Source: an optimization exercise on an open RTL-to-GDS flow (aim: small area, a short achievable clock period and few clock cycles). Production flows keep margins and buffers that such runs may drop.
The RTL was checked by simulation tests, not by an equivalence proof against the original design.
Power figures rest on the tool's default switching activity, not on a simulated workload.

run 2:
Design CNN, start of the top module:
module CNN(
    input                       clk,
    input                       rst_n,
    input                       in_valid,
    input      signed [15:0]    in_data,
    input                       opt,
    output reg                  out_valid,
    output reg signed [15:0]    out_data
);
Size: about 4800 cells after synthesis, ~37 I/O pins.
export LEC_CHECK = 0
export CAP_MARGIN = 20
export CORE_MARGIN = 2
export CORE_UTILIZATION = 40
export PLACE_DENSITY = 0.6
export SLEW_MARGIN = 20
export SYNTH_HIERARCHICAL = 1
export SYNTH_MINIMUM_KEEP_SIZE = 0
create_clock -name core_clock -period 14.0 [get_ports {clk}]
run.sh (not shown) runs the stock make flow with config.mk's settings and CLKGATE_MAP_FILE= SYNTH_SCRIPT=/design/flow/synth_recipe.tcl, a recipe that flattens the netlist after the stock synthesis.
Testbench counts of run 2, summed over its fixed seeds: cycles 13,248.
Relative to run 2, the following input files were edited for run 4:
==> flow/flow/run.sh (new file) <==
#!/bin/bash
# Standard ORFS layout, with faster port buffers and timing repair aimed
# below the clock period.
set -euo pipefail
bash standard.sh SETUP_SLACK_MARGIN=10 "BUFFER_PORTS_ARGS=-buffer_cell sky130_fd_sc_hd__buf_2" finish > make.log 2>&1
==> flow/standard.sh (new file) <==
#!/bin/bash
# synth_recipe.tcl (not shown) runs the flow's synth.tcl, then flattens the netlist and writes it again
# the make line also repeats each setting of config.mk as NAME=value (left out here)
make -C /OpenROAD-flow-scripts/flow DESIGN_CONFIG=/design/flow/config.mk WORK_HOME=/design/flow/orfs CLKGATE_MAP_FILE= SYNTH_SCRIPT=/design/flow/synth_recipe.tcl "${@:-finish}"
removed: flow/run.sh
==> comparison <==
On power consumption, run 4 does worse than run 2. Going from run 2 to run 4, final worst-path cycle share fell by 3.3 points, post-route minimum period went down by 0.46 ns, delay of the slowest cell on the worst path saw a decrease, first-pass GRT wire length has remained practically unchanged, placement-stage cell area comparable. Relative to run 2, the register share of the cell area of run 4 is lower by 0.56 points.

========
before:
Starting RTL as in the previous note.
clock: 14.0 ns
lec_check: 0
cap_margin: 20
core_margin: 2
core_utilization: 65
place_density: 0.8
slew_margin: 20
synth_hierarchical: 1
synth_minimum_keep_size: 0
standard.sh (not shown) runs the stock make flow with config.mk's settings and CLKGATE_MAP_FILE= SYNTH_SCRIPT=/design/flow/synth_recipe.tcl, a recipe that flattens the netlist after the stock synthesis.
==> flow/flow/run.sh <==
#!/bin/bash
# Standard ORFS layout, with faster port buffers and timing repair aimed
# below the clock period.
set -euo pipefail
bash standard.sh SETUP_SLACK_MARGIN=10 "BUFFER_PORTS_ARGS=-buffer_cell sky130_fd_sc_hd__buf_2" finish > make.log 2>&1
before was carried through to the last stage, and its layout satisfied the timing, design-rule and antenna checks.
Testbench counts of before, summed over its fixed seeds: cycles 13,248.
For after, these inputs were changed with respect to before:
Settings: putting CTS_CLUSTER_SIZE at 20 where nothing was set; putting CTS_BUF_LIST at sky130_fd_sc_hd__clkbuf_8 where nothing was set.
[summary]
after and before all finish clean. In the reports for after and before, the smaller minimum period implied by the final worst setup slack belongs to before. after reports a higher cell count than before does. after vs before on worst slew slack as a fraction of its limit: after is the lower one. after ends up with a largest clock skew in the final design that is 0.017 ns lower than in before. Of after and before, the run reporting the lower final cell utilization of the core was before. As far as sequential share of layout area is concerned, before and after perform about the same. Looking at final hold slack, after sits 0.014 ns below before. after ended up with a higher ratio of cells with drive above 1 in the final layout than before did. The final reports for after and before show upper clock frequency limit lower in the former. Sequential fraction of design power delta (before -> after): insignificant. For total routing resource utilization after global routing, after and before come out practically identical.

========
Another version of the RTL of CNN (not shown whole).
Size: ~5000 cells after synthesis, ~1100 flip-flops, ~37 I/O pins, ~61000 um2 of cells after synthesis.
export LEC_CHECK = 0
export CAP_MARGIN = 20
export CORE_MARGIN = 2
export CORE_UTILIZATION = 40
export CTS_CLUSTER_DIAMETER = 60
export CTS_CLUSTER_SIZE = 30
export PLACE_DENSITY = 0.6
export SLEW_MARGIN = 20
export SYNTH_HIERARCHICAL = 1
export SYNTH_MINIMUM_KEEP_SIZE = 0
create_clock -name core_clock -period 14.0 [get_ports {clk}]
Scripts as last shown in full above: flow/flow/run.sh
Testbench counts at the start, summed over its fixed seeds: cycles 13,248.
Rerun with:
==> flow/flow/run.sh (replaced) <==
#!/bin/bash
# Standard ORFS layout, with faster port buffers and timing repair aimed
# below the clock period.
set -euo pipefail
bash standard.sh SETUP_SLACK_MARGIN=10 CTS_BUF_DISTANCE=120 "BUFFER_PORTS_ARGS=-buffer_cell sky130_fd_sc_hd__buf_2" finish > make.log 2>&1
--- a/flow/config.mk
+++ b/flow/config.mk
@@ -10,4 +10,4 @@
 export CORE_UTILIZATION = 40
-export CTS_CLUSTER_DIAMETER = 60
-export CTS_CLUSTER_SIZE = 30
+export CTS_CLUSTER_DIAMETER = 100
+export CTS_CLUSTER_SIZE = 25
 export PLACE_DENSITY = 0.6
Result: Setup slack barely changes. Synthesized cell count is unchanged. Sequential power barely changes. Combinational power is about the same. Wire length goes down by 0.85%. Cell area goes down by 2.8%. Critical path depth does not change. Sequential share of layout area goes up by 1.1 points. Clock-buffer cell count goes down by 25. Clock power goes down by 37%. Worst hold slack is about the same.
Rerun with:
==> flow/flow/run.sh (replaced) <==
#!/bin/bash
# Standard ORFS layout, with faster port buffers and timing repair aimed
# below the clock period.
set -euo pipefail
bash standard.sh SETUP_SLACK_MARGIN=10 "BUFFER_PORTS_ARGS=-buffer_cell sky130_fd_sc_hd__buf_2" finish > make.log 2>&1
--- a/flow/config.mk
+++ b/flow/config.mk
@@ -12,2 +12,3 @@
 export CTS_CLUSTER_SIZE = 25
+export GPL_TIMING_DRIVEN = 1
 export PLACE_DENSITY = 0.6
- final area hardly moves
- register-to-register slack hardly moves
- power barely changes
- critical path depth stays the same
- via count goes up slightly
- hold slack improved by 0.0040 ns
- sequential power is about the same
- global-route usage barely changes
- count of clock-buffer cells in the layout does not change
- core utilization stays flat
Rerun with:
--- a/flow/config.mk
+++ b/flow/config.mk
@@ -12,3 +12,2 @@
 export CTS_CLUSTER_SIZE = 25
-export GPL_TIMING_DRIVEN = 1
 export PLACE_DENSITY = 0.6
What happened: Total power does not change; register-to-register slack barely changes; utilization stays the same; clock skew stays the same; final area is unchanged; cell count does not change; count of clock-buffer cells in the layout stays the same; flip-flop and latch count is unchanged; routed wire length is unchanged.

========
CNN, a different RTL version from the one above (not shown whole).
For scale: about 1,100 flip-flops, ~37 I/O pins, roughly 59,000 um2 of cells after synthesis.
clock: 14.0 ns
lec_check: 0
cap_margin: 20
core_margin: 2
core_utilization: 40
cts_cluster_diameter: 100
cts_cluster_size: 25
place_density: 0.6
slew_margin: 20
synth_hierarchical: 1
synth_minimum_keep_size: 0
run.sh (not shown) runs the stock make flow with config.mk's settings and CLKGATE_MAP_FILE= SYNTH_SCRIPT=/design/flow/synth_recipe.tcl, a recipe that flattens the netlist after the stock synthesis.
Stock flow here: none of the scripts above is used.
Testbench counts at the start, summed over its fixed seeds: cycles 13,248.
Change:
==> flow/flow/run.sh (new file) <==
#!/bin/bash
# Standard ORFS layout, with faster port buffers and timing repair aimed
# below the clock period.
set -euo pipefail
bash standard.sh SETUP_SLACK_MARGIN=10 CTS_BUF_DISTANCE=120 "BUFFER_PORTS_ARGS=-buffer_cell sky130_fd_sc_hd__buf_2" finish > make.log 2>&1
==> flow/standard.sh (new file) <==
#!/bin/bash
# synth_recipe.tcl (not shown) runs the flow's synth.tcl, then flattens the netlist and writes it again
# the make line also repeats each setting of config.mk as NAME=value (left out here)
make -C /OpenROAD-flow-scripts/flow DESIGN_CONFIG=/design/flow/config.mk WORK_HOME=/design/flow/orfs CLKGATE_MAP_FILE= SYNTH_SCRIPT=/design/flow/synth_recipe.tcl "${@:-finish}"
removed: flow/run.sh
What happened: Wire length goes up by 1.3%. Worst setup slack gets better by 0.42 ns. Utilization is higher by 0.48 points. Sequential share of layout area is lower by 0.38 points.
Change:
--- a/flow/config.mk
+++ b/flow/config.mk
@@ -12,3 +12,3 @@
 export CTS_CLUSTER_SIZE = 25
-export PLACE_DENSITY = 0.6
+export PLACE_DENSITY = 0.72
 export SLEW_MARGIN = 20
Effect:
- The changed run completed without violations
- via count rose by 1.8%
- synthesized area is unchanged
- non-clock buffer count climbs by 7
- routed wire length fell by 2.6%

========
## north
CNN with an RTL version that a note above also has.
For scale: about 5000 cells after synthesis, about 1100 flip-flops, about 37 I/O pins, about 61000 sq um of cells after synthesis.
export LEC_CHECK = 0
export CAP_MARGIN = 20
export CORE_MARGIN = 2
export CORE_UTILIZATION = 40
export PLACE_DENSITY = 0.6
export SLEW_MARGIN = 20
export SYNTH_HIERARCHICAL = 1
export SYNTH_MINIMUM_KEEP_SIZE = 0
create_clock -name core_clock -period 14.0 [get_ports {clk}]
standard.sh (not shown) runs the stock make flow with config.mk's settings and CLKGATE_MAP_FILE= SYNTH_SCRIPT=/design/flow/synth_recipe.tcl, a recipe that flattens the netlist after the stock synthesis.
==> flow/flow/run.sh <==
#!/bin/bash
# Standard ORFS layout, with faster port buffers and timing repair aimed
# below the clock period.
set -euo pipefail
bash standard.sh SETUP_SLACK_MARGIN=10 "BUFFER_PORTS_ARGS=-buffer_cell sky130_fd_sc_hd__buf_2" finish > make.log 2>&1
Testbench counts of north, summed over its fixed seeds: cycles 13,248.
diff inputs: north => south
==> flow/flow/run.sh <==
#!/bin/bash
# Standard ORFS layout, with faster port buffers and timing repair aimed
# below the clock period.
set -euo pipefail
bash standard.sh SETUP_SLACK_MARGIN=10.2 CTS_BUF_DISTANCE=120 "BUFFER_PORTS_ARGS=-buffer_cell sky130_fd_sc_hd__buf_2" finish > make.log 2>&1
--- a/flow/config.mk
+++ b/flow/config.mk
@@ -9,4 +9,6 @@
 export CORE_MARGIN = 2
 export CORE_UTILIZATION = 40
+export CTS_CLUSTER_DIAMETER = 100
+export CTS_CLUSTER_SIZE = 25
 export PLACE_DENSITY = 0.6
 export SLEW_MARGIN = 20
### Flow results
Placer's final routability congestion estimate: south vs north, no meaningful difference. south vs. north: sequential share of layout area climbed 0.77 points; non-clock buffer instance count of the final layout climbed 66.
## Diff of input files: east against south
==> flow/flow/run.sh <==
#!/bin/bash
# Standard ORFS layout, with faster port buffers and timing repair aimed
# below the clock period.
set -euo pipefail
bash standard.sh SETUP_SLACK_MARGIN=10 "BUFFER_PORTS_ARGS=-buffer_cell sky130_fd_sc_hd__buf_2" finish > make.log 2>&1
--- a/flow/config.mk
+++ b/flow/config.mk
@@ -6,4 +6,5 @@
 export NUM_CORES = 4
 export LEC_CHECK = 0
+export ABC_AREA = 1
 export CAP_MARGIN = 20
 export CORE_MARGIN = 2
Results
Between south and east, non-clock buffer count decreased.
Between east and south, the global-route track usage on met2 is lower for south.
Higher time the worst path needs with I/O delays and setup was reported by east, not south.
east vs south — via count climbed by more than 10%
Achievable clock frequency (east over south): decrease, about 0.4%
Of the two values seen for top routing layer in use, met5 was produced by east and met4 by south.

========
== amber ==
CNN again, from the RTL that the note above started with.
clock: 14.0 ns
lec_check: 0
cap_margin: 20
core_margin: 2
core_utilization: 50
place_density: 0.65
slew_margin: 20
synth_hierarchical: 1
synth_minimum_keep_size: 0
==> flow/flow/run.sh <==
#!/bin/bash
# Standard ORFS layout, with faster port buffers and timing repair aimed
# below the clock period.
set -euo pipefail
bash standard.sh SETUP_SLACK_MARGIN=10 "BUFFER_PORTS_ARGS=-buffer_cell sky130_fd_sc_hd__buf_2" finish > make.log 2>&1
Testbench counts of amber, summed over its fixed seeds: cycles 13,248.
Edits applied to the flow inputs when going from amber to maple:
- setting CTS_CLUSTER_DIAMETER to 100 for the first time
- setting CTS_CLUSTER_SIZE to 25 for the first time
- changing PLACE_DENSITY from 0.65 to 0.6
- changing CORE_UTILIZATION from 50 to 40
==> flow/flow/run.sh <==
#!/bin/bash
# Standard ORFS layout, with faster port buffers and timing repair aimed
# below the clock period.
set -euo pipefail
bash standard.sh SETUP_SLACK_MARGIN=9.85 "BUFFER_PORTS_ARGS=-buffer_cell sky130_fd_sc_hd__buf_2" finish > make.log 2>&1
Notes after the runs:
maple completed every stage of the flow, and the final layout passed the timing, design-rule and antenna checks. Lower global-route usage among amber and maple: maple. maple against amber: detailed-route wire length per cell saw a decrease, combinational power saw little to no change, share of the clock period used by the worst path after layout saw an increase, sequential share of layout area saw an increase. Diff amber..maple | synthesized area | unchanged. Summary: with amber as the reference, post-layout total power in maple moved down by a little under 10%.

==> separate check: timing with driven ports <==
No port has a modelled driver above. Below, the same layouts with a new extraction and two added sets of constraints. Step 1 (the two cells are an assumption about what drives the block):
set clk [get_ports {clk}]
set_driving_cell -lib_cell sky130_fd_sc_hd__clkbuf_16 $clk
set_driving_cell -lib_cell sky130_fd_sc_hd__buf_2 [delete_from_list [all_inputs] $clk]
Step 2 times the ports against the registers' clock, not the clock port: input delays grow and output delays shrink by t, the midpoint of the rising clock arrivals with the driver on. a / b / c = no drivers / after step 1 / after step 2; a / b = the first two.
| run | t (ns) | slack for setup (ns) | worst setup path at the end | latest minus earliest clock arrival (ns) | pins driven straight from the clock port |
|---|---|---|---|---|---|
| run 2 | 0.802 | 9.541 / 9.459 / 9.566 | input to register | 0.073 / 0.073 | 1 |
| run 4 | 0.799 | 10.005 / 9.926 / 10.079 | register to register | 0.065 / 0.065 | 1 |
| before | 0.767 | 9.876 / 9.805 / 10.077 | register to register | 0.102 / 0.102 | 1 |
| after | 0.925 | 9.698 / 9.626 / 10.019 | register to register | 0.111 / 0.111 | 1 |
| the first run of note 3 | 0.790 | 10.016 / 9.936 / 10.089 | register to register | 0.054 / 0.055 | 1 |
| the second run of note 3 | 0.740 | 10.017 / 9.939 / 10.067 | register to register | 0.068 / 0.069 | 1 |
| the third run of note 3 | 0.771 | 9.989 / 9.913 / 10.060 | register to register | 0.066 / 0.066 | 1 |
| the fourth run of note 3 | 0.771 | 9.989 / 9.913 / 10.060 | register to register | 0.066 / 0.066 | 1 |
| the first run of note 4 | 0.774 | 9.602 / 9.522 / 9.648 | input to register | 0.074 / 0.075 | 1 |
| the second run of note 4 | 0.756 | 10.024 / 9.946 / 10.062 | register to register | 0.088 / 0.089 | 1 |
| the third run of note 4 | 0.713 | 10.005 / 9.962 / 10.005 | register to register | 0.081 / 0.080 | 1 |
| north | 0.782 | 9.989 / 9.908 / 10.061 | register to register | 0.065 / 0.064 | 1 |
| south | 0.742 | 9.991 / 9.912 / 10.206 | register to register | 0.087 / 0.087 | 1 |
| east | 0.784 | 9.974 / 9.892 / 10.078 | register to register | 0.072 / 0.072 | 1 |
| amber | 0.796 | 10.026 / 9.950 / 10.063 | register to register | 0.063 / 0.063 | 1 |
| maple | 0.770 | 9.974 / 9.913 / 9.974 | register to register | 0.066 / 0.066 | 1 |
After both steps every run listed still meets setup and hold.
